Source: an optimization exercise on an open RTL-to-GDS flow (aim: small area). Production flows keep margins and buffers that such runs may drop. Function was checked by simulation only, so behaviour that the tests miss may differ from the original. The clock input has no modelled driver; a real chip could not lean on it and would need a root buffer or a full tree. No activity file was given, so power comes from the tool's default toggle rates.

<file path="flow/design.v">
`default_nettype none
module Synchronizer
  (input logic async,
   input logic clock,
   output logic sync);
  logic tmp1;
  always_ff @(posedge clock)
    tmp1 <= async;
  always_ff @(posedge clock)
    sync <= tmp1;
endmodule : Synchronizer
`default_nettype none
module DotTree (input logic [15:0] pp0, pp1,
                output logic [8:0] s);
    function automatic logic [1:0] fa(input logic a, b, c);
        fa = {(a & b) | (a & c) | (b & c), a ^ b ^ c};
    endfunction
    function automatic logic [1:0] ha(input logic a, b);
        ha = {a & b, a ^ b};
    endfunction
    logic d_s1, d_c1, d_s2, d_c2, d_s3, d_c3, d_s4, d_c4, d_s5, d_c5, d_s6, d_c6, d_s7, d_c7, d_s8, d_c8, d_s9, d_c9, d_s10, d_c10, d_s11, d_c11, d_s12, d_c12, d_s13, d_c13, d_s14, d_c14, d_s15, d_c15, d_s16, d_c16, d_s17, d_c17, d_s18, d_c18, d_s19, d_c19, d_s20, d_c20, d_s21, d_c21, d_s22, d_c22, d_s23, d_c23, d_s24, d_c24, d_s25, d_c25, d_s26, d_c26, d_s27, d_c27, d_s28, d_c28;
    HalfAdd d_h1(.a(pp0[0]), .b(pp1[0]), .co(d_c1), .s(d_s1));
    FullAdd d_f2(.a(pp0[1]), .b(pp0[4]), .c(pp1[1]), .co(d_c2), .s(d_s2));
    FullAdd d_f3(.a(pp1[4]), .b(d_c1), .c(d_s2), .co(d_c3), .s(d_s3));
    FullAdd d_f4(.a(pp0[2]), .b(pp0[5]), .c(pp0[8]), .co(d_c4), .s(d_s4));
    FullAdd d_f5(.a(pp1[2]), .b(pp1[5]), .c(pp1[8]), .co(d_c5), .s(d_s5));
    FullAdd d_f6(.a(d_c2), .b(d_c3), .c(d_s4), .co(d_c6), .s(d_s6));
    HalfAdd d_h7(.a(d_s5), .b(d_s6), .co(d_c7), .s(d_s7));
    FullAdd d_f8(.a(pp0[3]), .b(pp0[6]), .c(pp0[9]), .co(d_c8), .s(d_s8));
    FullAdd d_f9(.a(pp0[12]), .b(pp1[3]), .c(pp1[6]), .co(d_c9), .s(d_s9));
    FullAdd d_f10(.a(pp1[9]), .b(pp1[12]), .c(d_c4), .co(d_c10), .s(d_s10));
    FullAdd d_f11(.a(d_c5), .b(d_c6), .c(d_c7), .co(d_c11), .s(d_s11));
    FullAdd d_f12(.a(d_s8), .b(d_s9), .c(d_s10), .co(d_c12), .s(d_s12));
    HalfAdd d_h13(.a(d_s11), .b(d_s12), .co(d_c13), .s(d_s13));
    FullAdd d_f14(.a(pp0[7]), .b(pp0[10]), .c(pp0[13]), .co(d_c14), .s(d_s14));
    FullAdd d_f15(.a(pp1[7]), .b(pp1[10]), .c(pp1[13]), .co(d_c15), .s(d_s15));
    FullAdd d_f16(.a(d_c8), .b(d_c9), .c(d_c10), .co(d_c16), .s(d_s16));
    FullAdd d_f17(.a(d_c11), .b(d_c12), .c(d_c13), .co(d_c17), .s(d_s17));
    FullAdd d_f18(.a(d_s14), .b(d_s15), .c(d_s16), .co(d_c18), .s(d_s18));
    HalfAdd d_h19(.a(d_s17), .b(d_s18), .co(d_c19), .s(d_s19));
    FullAdd d_f20(.a(pp0[11]), .b(pp0[14]), .c(pp1[11]), .co(d_c20), .s(d_s20));
    FullAdd d_f21(.a(pp1[14]), .b(d_c14), .c(d_c15), .co(d_c21), .s(d_s21));
    FullAdd d_f22(.a(d_c16), .b(d_c17), .c(d_c18), .co(d_c22), .s(d_s22));
    FullAdd d_f23(.a(d_c19), .b(d_s20), .c(d_s21), .co(d_c23), .s(d_s23));
    HalfAdd d_h24(.a(d_s22), .b(d_s23), .co(d_c24), .s(d_s24));
    FullAdd d_f25(.a(pp0[15]), .b(pp1[15]), .c(d_c20), .co(d_c25), .s(d_s25));
    FullAdd d_f26(.a(d_c21), .b(d_c22), .c(d_c23), .co(d_c26), .s(d_s26));
    FullAdd d_f27(.a(d_c24), .b(d_s25), .c(d_s26), .co(d_c27), .s(d_s27));
    FullAdd d_f28(.a(d_c25), .b(d_c26), .c(d_c27), .co(d_c28), .s(d_s28));
    assign s = {d_c28, d_s28, d_s27, d_s24, d_s19, d_s13, d_s7, d_s3, d_s1};
endmodule : DotTree
module SumAdd (input logic [8:0] s, sp,
               output logic [9:0] c);
    function automatic logic [1:0] fa(input logic a, b, c);
        fa = {(a & b) | (a & c) | (b & c), a ^ b ^ c};
    endfunction
    function automatic logic [1:0] ha(input logic a, b);
        ha = {a & b, a ^ b};
    endfunction
    logic e_s1, e_c1, e_s2, e_c2, e_s3, e_c3, e_s4, e_c4, e_s5, e_c5, e_s6, e_c6, e_s7, e_c7, e_s8, e_c8, e_s9, e_c9;
    HalfAdd e_h1(.a(s[0]), .b(sp[0]), .co(e_c1), .s(e_s1));
    FullAdd e_f2(.a(s[1]), .b(sp[1]), .c(e_c1), .co(e_c2), .s(e_s2));
    FullAdd e_f3(.a(s[2]), .b(sp[2]), .c(e_c2), .co(e_c3), .s(e_s3));
    FullAdd e_f4(.a(s[3]), .b(sp[3]), .c(e_c3), .co(e_c4), .s(e_s4));
    FullAdd e_f5(.a(s[4]), .b(sp[4]), .c(e_c4), .co(e_c5), .s(e_s5));
    FullAdd e_f6(.a(s[5]), .b(sp[5]), .c(e_c5), .co(e_c6), .s(e_s6));
    FullAdd e_f7(.a(s[6]), .b(sp[6]), .c(e_c6), .co(e_c7), .s(e_s7));
    FullAdd e_f8(.a(s[7]), .b(sp[7]), .c(e_c7), .co(e_c8), .s(e_s8));
    FullAdd e_f9(.a(s[8]), .b(sp[8]), .c(e_c8), .co(e_c9), .s(e_s9));
    assign c = {e_c9, e_s9, e_s8, e_s7, e_s6, e_s5, e_s4, e_s3, e_s2, e_s1};
endmodule : SumAdd
module FullAdd (input logic a, b, c, output logic co, s);
    assign co = (a & b) | (a & c) | (b & c);
    assign s = a ^ b ^ c;
endmodule : FullAdd
module HalfAdd (input logic a, b, output logic co, s);
    assign co = a & b;
    assign s = a ^ b;
endmodule : HalfAdd
`default_nettype none
module my_chip (
    input logic [11:0] io_in,  
    output logic [11:0] io_out,  
    input logic clock,
    input logic reset  
);
    function automatic logic [4:0] inc5(input logic [4:0] x, input logic cin);
        logic c;
        c = cin;
        for (int b = 0; b < 5; b++) begin
            inc5[b] = x[b] ^ c;
            c = x[b] & c;
        end
    endfunction
    logic [11:0] in_s;
    logic rst;
    genvar g;
    generate
        for (g = 0; g < 12; g = g + 1) begin : sync
            Synchronizer s(.async(io_in[g]), .clock(clock), .sync(in_s[g]));
        end
    endgenerate
    Synchronizer sync_rst(.async(reset), .clock(clock), .sync(rst));
    wire [7:0] din   = in_s[7:0];
    wire       enter = in_s[8];
    wire       sw    = in_s[9];
    wire [1:0] opin  = in_s[11:10];
    logic en_d, pe_d, sw_d;
    wire pe = enter & ~en_d;
    wire ps = sw & ~sw_d;
    always_ff @(posedge clock) begin
        en_d <= enter;
        pe_d <= pe;
        sw_d <= sw;
    end
    logic ph;
    always_ff @(posedge clock)
        if (rst) ph <= 1'b0;
        else     ph <= ~ph;
    logic [4:0] pc;
    logic [1:0] op;
    always_ff @(posedge clock)
        if (rst) pc <= 5'd0;
        else pc <= inc5(pc, pe_d & ~pc[4] | pc[4] & ~pc[1]);
    always_ff @(posedge clock)
        if (pe_d & (pc == 5'd15)) op <= opin;
    wire       full = pc[4];
    wire [2:0] wring = pc[3] ? {1'b1, pc[1], pc[0]} : {1'b0, pc[2], pc[1]};
    wire       wslot = pc[3] ? pc[2] : pc[0];
    wire       wgo   = (pe | pe_d) & ~full & (ph ^ wslot);
    logic [63:0] P0, P1;
    generate
        for (g = 0; g < 8; g = g + 1) begin : ring
            always_ff @(posedge clock) begin
                P1[8*g+7:8*g] <= P0[8*g+7:8*g];
                P0[8*g+7:8*g] <= (wgo && wring == g) ? din : P1[8*g+7:8*g];
            end
        end
    endgenerate
    wire  err = full & (op == 2'b01);
    wire  fin = pc[4] & pc[1] & ~(op == 2'b01);
    logic [4:0] n;
    wire  [4:0] np = inc5(n, fin);
    always_ff @(posedge clock)
        if (rst) n <= 5'd0;
        else if (ps) n <= np;
    wire [1:0] i = np[4:3];
    wire [1:0] j = np[2:1];
    logic [3:0] Ahi, Alo, Y0n, Y1n;
    always_comb begin
        case (i)
            2'd0: {Ahi, Alo} = P0[7:0];
            2'd1: {Ahi, Alo} = P0[15:8];
            2'd2: {Ahi, Alo} = P0[23:16];
            default: {Ahi, Alo} = P0[31:24];
        endcase
        case (j)
            2'd0: begin Y0n = P0[39:36]; Y1n = P0[55:52]; end
            2'd1: begin Y0n = P0[35:32]; Y1n = P0[51:48]; end
            2'd2: begin Y0n = P0[47:44]; Y1n = P0[63:60]; end
            default: begin Y0n = P0[43:40]; Y1n = P0[59:56]; end
        endcase
    end
    wire add = op[1];
    wire mul = ~op[1];
    wire sub = op[1] & op[0];
    wire cA  = add & (ph == j[1]);
    wire cB  = add & (ph == i[1]);
    wire [3:0] X0 = (add & j[0]) ? Alo : Ahi;
    wire [3:0] Y1 = (add & ~i[0]) ? Y0n : Y1n;
    wire [3:0] Y0 = mul ? Y0n : {3'b000, cA};
    wire [3:0] X1 = mul ? Alo : {{3{sub & cB}}, cB};
    logic [15:0] pp0, pp1;    
    always_comb begin
        for (int a = 0; a < 4; a++)
            for (int b = 0; b < 4; b++) begin
                pp0[4*a+b] = X0[a] & Y0[b];
                pp1[4*a+b] = X1[a] & Y1[b];
            end
        if (!mul) pp0[13] = sub & cB & Y1[0];
    end
    logic [8:0] S, Sp;
    DotTree dot(.pp0(pp0), .pp1(pp1), .s(S));
    always_ff @(posedge clock)
        Sp <= S;
    logic [9:0] C;
    SumAdd sum(.s(S), .sp(Sp), .c(C));
    wire [9:0] Cf = {C[9:5] & {5{mul}}, C[4:0]};
    logic [4:0] R;
    always_ff @(posedge clock)
        if (~fin | ps)
            R <= np[0] ? Cf[4:0] : Cf[9:5];
    assign io_out[4:0]  = R;
    assign io_out[5]    = fin;
    assign io_out[6]    = err;
    assign io_out[10:7] = n[4:1];
    assign io_out[11]   = 1'b0;
endmodule
</file>
<file path="flow/flow/run.sh">
#!/bin/bash
# Standard ORFS layout with four changes: synthesis maps logic with an
# area-oriented ABC script (flow/synth.tcl, flow/abc_area.script), with the
# FullAdd and HalfAdd modules kept whole until the end of synthesis; the port buffers are the smallest
# buffer (buf_1); CTS adds no dummy loads; and after CTS a hook (my_cts.tcl)
# replaces the clock tree with a two-level one (root buffer -> leaf buffers
# over equal groups of flip-flops). Full output of make in flow_make.log.
set -euo pipefail
export MYCTS_LEAVES=10 MYCTS_ROOT=sky130_fd_sc_hd__clkbuf_4
here=$(pwd)
export CTS_ARGS="-sink_clustering_enable -repair_clock_nets -dont_use_dummy_load -buf_list sky130_fd_sc_hd__clkbuf_8"
export BUFFER_PORTS_ARGS="-buffer_cell sky130_fd_sc_hd__buf_1"
export POST_CTS_TCL="$here/flow/my_cts.tcl"
export MY_ABC_SCRIPT="$here/flow/abc_area.script"
export SYNTH_KEEP_MODULES="FullAdd HalfAdd"
bash standard.sh SYNTH_SCRIPT="$here/flow/synth.tcl" finish > flow_make.log 2>&1
</file>
<file path="flow/flow/abc_area.script">
strash
dch
amap
topo
</file>
<file path="flow/flow/my_cts.tcl">
# Post-CTS hook: replace the H-tree built by clock_tree_synthesis with a
# two-level tree: clock port -> one root buffer -> MYCTS_LEAVES leaf buffers, each
# driving an equal share of the flip-flops, split by recursive bisection of
# their placement. Then legalize.
set nleaf    [expr {[info exists ::env(MYCTS_LEAVES)] ? $::env(MYCTS_LEAVES) : 10}]
set leafcell [expr {[info exists ::env(MYCTS_LEAF)] ? $::env(MYCTS_LEAF) : "sky130_fd_sc_hd__clkbuf_8"}]
set rootcell [expr {[info exists ::env(MYCTS_ROOT)] ? $::env(MYCTS_ROOT) : "sky130_fd_sc_hd__clkbuf_8"}]

set db [ord::get_db]
set block [ord::get_db_block]
set clk [$block findNet clock]

# remove the buffers CTS made, and their nets
set sinks {}
foreach inst [$block getInsts] {
  set m [[$inst getMaster] getName]
  if {[string match "clkbuf_*" [$inst getName]] && [string match "sky130_fd_sc_hd__clkbuf_*" $m]} {
    lappend dead $inst
  }
}
puts "my_cts: removing [llength $dead] CTS buffers"
foreach inst $dead { odb::dbInst_destroy $inst }
foreach net [$block getNets] {
  if {[string match "clknet_*" [$net getName]]} { odb::dbNet_destroy $net }
}
foreach inst [$block getInsts] {
  set it [$inst findITerm CLK]
  if {$it != "NULL" && [[$inst getMaster] isSequential]} {
    set loc [$inst getLocation]
    lappend sinks [list [lindex $loc 0] [lindex $loc 1] $it]
  }
}
puts "my_cts: [llength $sinks] sinks"

proc bisect {items k axis} {
  if {$k <= 1} { return [list $items] }
  set s [lsort -integer -index $axis $items]
  set k1 [expr {$k / 2}]
  set h [expr {([llength $s] * $k1 + $k / 2) / $k}]
  set na [expr {1 - $axis}]
  return [concat [bisect [lrange $s 0 [expr {$h - 1}]] $k1 $na] \
                 [bisect [lrange $s $h end] [expr {$k - $k1}] $na]]
}
# split first along the longer side
set xs [lsort -integer [lmap s $sinks {lindex $s 0}]]
set ys [lsort -integer [lmap s $sinks {lindex $s 1}]]
set axis [expr {([lindex $xs end] - [lindex $xs 0]) >= ([lindex $ys end] - [lindex $ys 0]) ? 0 : 1}]
set groups [bisect $sinks $nleaf $axis]

set lm [$db findMaster $leafcell]
set rm [$db findMaster $rootcell]
set rootnet [odb::dbNet_create $block clknet_root]
$rootnet setSigType CLOCK
$clk setSigType CLOCK
set sx 0; set sy 0; set k 0
foreach g $groups {
  set cx 0; set cy 0
  foreach s $g { incr cx [lindex $s 0]; incr cy [lindex $s 1] }
  set cx [expr {$cx / [llength $g]}]; set cy [expr {$cy / [llength $g]}]
  set b [odb::dbInst_create $block $lm clkbuf_leaf_$k]
  $b setLocation $cx $cy
  $b setPlacementStatus PLACED
  $b setSourceType TIMING
  set n [odb::dbNet_create $block clknet_leaf_$k]
  $n setSigType CLOCK
  [$b findITerm A] connect $rootnet
  [$b findITerm X] connect $n
  foreach s $g {
    set it [lindex $s 2]
    $it disconnect
    $it connect $n
  }
  puts "my_cts: leaf $k at $cx $cy drives [llength $g]"
  incr sx $cx; incr sy $cy; incr k
}
set r [odb::dbInst_create $block $rm clkbuf_root]
$r setLocation [expr {$sx / $k}] [expr {$sy / $k}]
$r setPlacementStatus PLACED
$r setSourceType TIMING
[$r findITerm A] connect $clk
[$r findITerm X] connect $rootnet

detailed_placement
check_placement -verbose
estimate_parasitics -placement
report_clock_skew
report_worst_slack -min
report_worst_slack -max
</file>
<file path="flow/flow/synth.tcl">
# The standard synthesis script (synth_recipe.tcl), except that ABC maps
# with flow/abc_area.script (area-oriented, no buffering or upsizing)
# instead of ORFS's speed script. Registers are untouched by ABC.
proc synth {args} { yosys synth -nofsm -noshare {*}$args }
proc abc {args} {
  set i [lsearch $args -script]
  if {$i >= 0} { set args [lreplace $args [expr {$i+1}] [expr {$i+1}] $::env(MY_ABC_SCRIPT)] }
  yosys abc {*}$args
}
source $::env(SCRIPTS_DIR)/synth.tcl
# left out here: clear keep_hierarchy, flatten, clean up, hide names made inside functions, write 1_2_yosys.v
</file>
<file path="flow/standard.sh">
#!/bin/bash
# synth_recipe.tcl (not shown) runs the flow's synth.tcl, then flattens the netlist and writes it again
# the make line also repeats each setting of config.mk as NAME=value (left out here)
make -C /OpenROAD-flow-scripts/flow DESIGN_CONFIG=/design/flow/config.mk WORK_HOME=/design/flow/orfs CLKGATE_MAP_FILE= SYNTH_SCRIPT=/design/flow/synth_recipe.tcl "${@:-finish}"
</file>
<file path="flow/config.mk">
export PLATFORM = sky130hd
export DESIGN_NAME = my_chip
export DESIGN_NICKNAME = my_chip
export VERILOG_FILES = /design/flow/design.v
export SDC_FILE = /design/flow/constraint.sdc
export NUM_CORES = 4
export LEC_CHECK = 0
export CAP_MARGIN = 20
export CORE_MARGIN = 2
export CORE_UTILIZATION = 70
export CTS_BUF_LIST = sky130_fd_sc_hd__clkbuf_8
export PLACE_DENSITY = 0.8
export SLEW_MARGIN = 20
</file>
<file path="flow/constraint.sdc">
create_clock -name core_clock -period 10.0 [get_ports {clock}]
set_input_delay 2.0000 -clock core_clock [delete_from_list [all_inputs] [get_ports {clock}]]
set_output_delay 2.0000 -clock core_clock [all_outputs]
set_load 0.01 [all_outputs]
</file>
==> results.cfg <==
[timing]
timing_hold_violations_final = 0
finalCritPeriodShare = 0.934
setup_viol = 0
fmaxAchievable_ghz = 0.107
timing.final.max_slew_violations = 0
setup-tns-final_ns = 0
final_critical_path_required_period_ns = 9.34
worst_slew_pin_slew_ns = 1.09
slew_headroom = 0.270
rsz0062_at_grt = no
worst_clock_skew_ns = 0.0162

[global_routing]
first_pass_grt_wire_length_um = 19900
grt_pass1_vias = 4034
maximum_number_of_pins_on_one_net_before_global_route_repair = 20
antenna_found_initial = 0
global_router_s_overall_resource_usage = 0.260
globalRoute.totalOverflow = 0

[detailed_routing]
vias_cell = 5.73
detail_route_antenna_nets = 0
drcViolationCount = 0
detail_route.iter0.violations = 288
wl_per_cell_um = 17.3
detailedRoute.firstPassIterationCount = 7
route.vias.total = 4005
routed_wl_um = 12100

[yosys]
synthDistinctLibCells = 29
mappedNetlistArea_um2 = 6140
post_synth_and_or_nand_nor_area_fraction = 0.105
synth_nets = 615
synthFlopType = sky130_fd_sc_hd__dfxtp_1
netlist_top_cells_area = sky130_fd_sc_hd__dfxtp_1 58%, sky130_fd_sc_hd__fa_1 10%, sky130_fd_sc_hd__nor2_1 7.3%
seq_area_frac_synth = 0.611
syn_area_per_cell_um2 = 11.0
synth_top_area_share = 0.577
synth_compound_gate_area_share = 0.128
largest_family_of_logic_cells_by_synthesized_area = adder cells
synth-edff-count = 7
synth.ff_latch_count = 184
async_flop_share = 0
synth_xor_area_frac = 0
post_synth_mux_area_share = 0
yosysTopAreaCell = sky130_fd_sc_hd__dfxtp_1
syn-instance-count = 556
yosysWarnings = 2
synthAdderAreaFrac = 0.130

[die]
design.die.area_um2 = 9540
core_um2 = 8590
chip_height_um = 97.7
design.portCount = 26
start_util = 0.715
std_cell_rows = 34
dieWidth_um = 97.7

[critical_path]
crit_fanout = 8
ws_path_type = flop to flop
worst-path-buf-inv = 3
critical-path-top-delay-family = adder cells
critical_path_arrival_ns = 9.65
crit_path_end_kind = flop
worst-endpoint-required_ns = 10.31
worstSetupStartpointType = flop
cp_slowest_stage_delay_ns = 0.51
critical-path-slowest-cell = sky130_fd_sc_hd__fa_1
timing.critical_path.mode_cell = sky130_fd_sc_hd__fa_1

[hold_path]
worstHoldPathType = flop to flop

[placed_design]
placedCellCount = 687
gp_congestion = 0.884
detailedPlacementHpwl_um = 8680
io_buffer_count = 24

[run]
maxCapViolCount = 0

[final_layout]
area_growth_pct = 6.11
layout-drive-gt1-share = 0.0338
final_nets = 652
antenna_cells_inserted = 0
layoutNonFillerInstCount = 699

[clock_tree]
clock_sink_count = 184
worstSkewPairLatency_ns = 0.54
clk_transition_reported_paths_ns = 0.12

[power_and_ir_drop]
p_leak_nw = 2.69
worst_case_vdd_ir_drop_mv = 0.152
power.density_nw_per_um2 = 194

[run_status]
run_status = no timing/DRC/antenna violations
==> modules after synthesis, one instance, submodules excluded <==
module   flip-flops and latches  cells inside  cell area (um^2)
HalfAdd                       0             1              12.5
FullAdd                       0             1              20.0
my_chip                     184           519              5450
==> registers in the layout, summed over array words and instances (netlist names) <==
signal / cells
ph: 1
R: 5
sync.s.sync: 12
P1: 64
en_d: 1
P0: 64
pc: 5
sync_rst.sync: 1
sync.s.tmp1: 12
sync_rst.tmp1: 1
pe_d: 1
sw_d: 1
n: 5
Sp: 9
op: 2
==> where the power goes <==
part           internal, mW  total (mW)  switching [mW]
Clock                0.0936       0.297           0.204
Combinational        0.0613       0.147          0.0862
Sequential            0.795       0.822          0.0263
==> cells in the final DEF, fill, tap and decap left out, types with 3 or more instances in the layout <==
cell type and count:
sky130_fd_sc_hd__dfxtp_1 177, sky130_fd_sc_hd__o21ai_0 14, sky130_fd_sc_hd__nand2_1 24, sky130_fd_sc_hd__nor3_1 4, sky130_fd_sc_hd__a21oi_1 76, sky130_fd_sc_hd__edfxtp_1 7
sky130_fd_sc_hd__nor2b_1 6, sky130_fd_sc_hd__buf_4 7, sky130_fd_sc_hd__o21a_1 3, sky130_fd_sc_hd__nor2_1 117, sky130_fd_sc_hd__a222oi_1 12, sky130_fd_sc_hd__clkbuf_8 10
sky130_fd_sc_hd__a21boi_0 3, sky130_fd_sc_hd__clkinv_1 28, sky130_fd_sc_hd__fa_1 31, sky130_fd_sc_hd__o22ai_1 10, sky130_fd_sc_hd__ha_1 14, sky130_fd_sc_hd__buf_1 24
sky130_fd_sc_hd__a32o_1 5
==> logic make-up (layout without fill, tap and decap cells) <==
| logic type | Yosys count | count (layout) |
|---|---|---|
| compound gates | 130 | 130 |
| fa+ha+maj | 45 | 45 |
| buf+inv | 35 | 70 |
| flops | 184 | 184 |
| other cells | 1 | 1 |
| simple gates | 161 | 161 |
==> cell type report, clock buffers not listed <==
type                    count  area, um^2
fillers                   601        2080
well taps                 108         135
repair buffers             31         143
flip-flops and latches    184        3750
multi-input cells         337        2230
inverters                  28         105
==> cells in the mapped netlist, types with 2 or more instances <==
cell type / n
sky130_fd_sc_hd__nor3_1: 4
sky130_fd_sc_hd__a21boi_0: 3
sky130_fd_sc_hd__nor2_1: 119
sky130_fd_sc_hd__o22ai_1: 10
sky130_fd_sc_hd__or2_0: 2
sky130_fd_sc_hd__fa_1: 31
sky130_fd_sc_hd__a32o_1: 5
sky130_fd_sc_hd__a222oi_1: 12
sky130_fd_sc_hd__o21a_1: 3
sky130_fd_sc_hd__nor2b_1: 6
sky130_fd_sc_hd__dfxtp_1: 177
sky130_fd_sc_hd__edfxtp_1: 7
sky130_fd_sc_hd__buf_4: 7
sky130_fd_sc_hd__nand2b_1: 2
sky130_fd_sc_hd__nand3_1: 2
sky130_fd_sc_hd__a21oi_1: 76
sky130_fd_sc_hd__o2111ai_1: 2
sky130_fd_sc_hd__ha_1: 14
sky130_fd_sc_hd__clkinv_1: 28
sky130_fd_sc_hd__o21ai_0: 14
sky130_fd_sc_hd__nand2_1: 24
==> layer usage <==
metal,vias to the layer above,share of wire,GRT usage
met2,113,0.48,0.439
li1,1949,-,-
met4,0,0.022,0.0684
met3,25,0.054,0.0331
met1,1918,0.44,0.361
met5,-,0,0
==> stage by stage <==
stage	cell area, um^2	worst slack (ns)	utilization	total power, mW	hold slack [ns]
after floorplan	6140	1.01	-	0.929	0.310
after global placement	6360	1.06	0.740	0.976	0.310
after detailed placement	6360	0.802	0.740	0.981	0.312
after global routing	6520	0.131	0.758	1.32	0.344
final	6520	0.663	0.758	1.27	0.325
==> worst paths after layout <==
path / end / slack, ns / startpoint / cells past startpoint
worst max-delay path: R[3] / 0.66 / op[1] / 31
worst min-delay path: sync[11].s.sync / 0.32 / sync[11].s.tmp1 / 0
worst max register to register: R[3] / 0.66 / op[1] / 31
worst min register to register: sync[11].s.sync / 0.32 / sync[11].s.tmp1 / 0

-- re-timing with driven ports --
No port has a modelled driver above. Below, the same layout with a new extraction and two added sets of constraints. Step 1 (the two cells are an assumption about what drives the block):
set clk [get_ports {clock}]
set_driving_cell -lib_cell sky130_fd_sc_hd__clkbuf_16 $clk
set_driving_cell -lib_cell sky130_fd_sc_hd__buf_2 [delete_from_list [all_inputs] $clk]
Step 2 times the ports against the registers' clock, not the clock port: input delays grow and output delays shrink by t, the midpoint of the rising clock arrivals with the driver on. Slacks: no drivers / after step 1 / after step 2; pairs: no drivers / after step 1.
t (ns): 0.568
setup WS [ns]: 0.663 / 0.663 / 0.663
worst setup path at the end: register to register
latest minus earliest clock arrival (ns): 0.017 / 0.017
worst register clock-pin slew, ns: 0.12 / 0.12
After both steps this run still meets setup and hold. For this run, drivers alone change the setup slack by 0.000 ns; drivers and shift together by 0.000 ns.
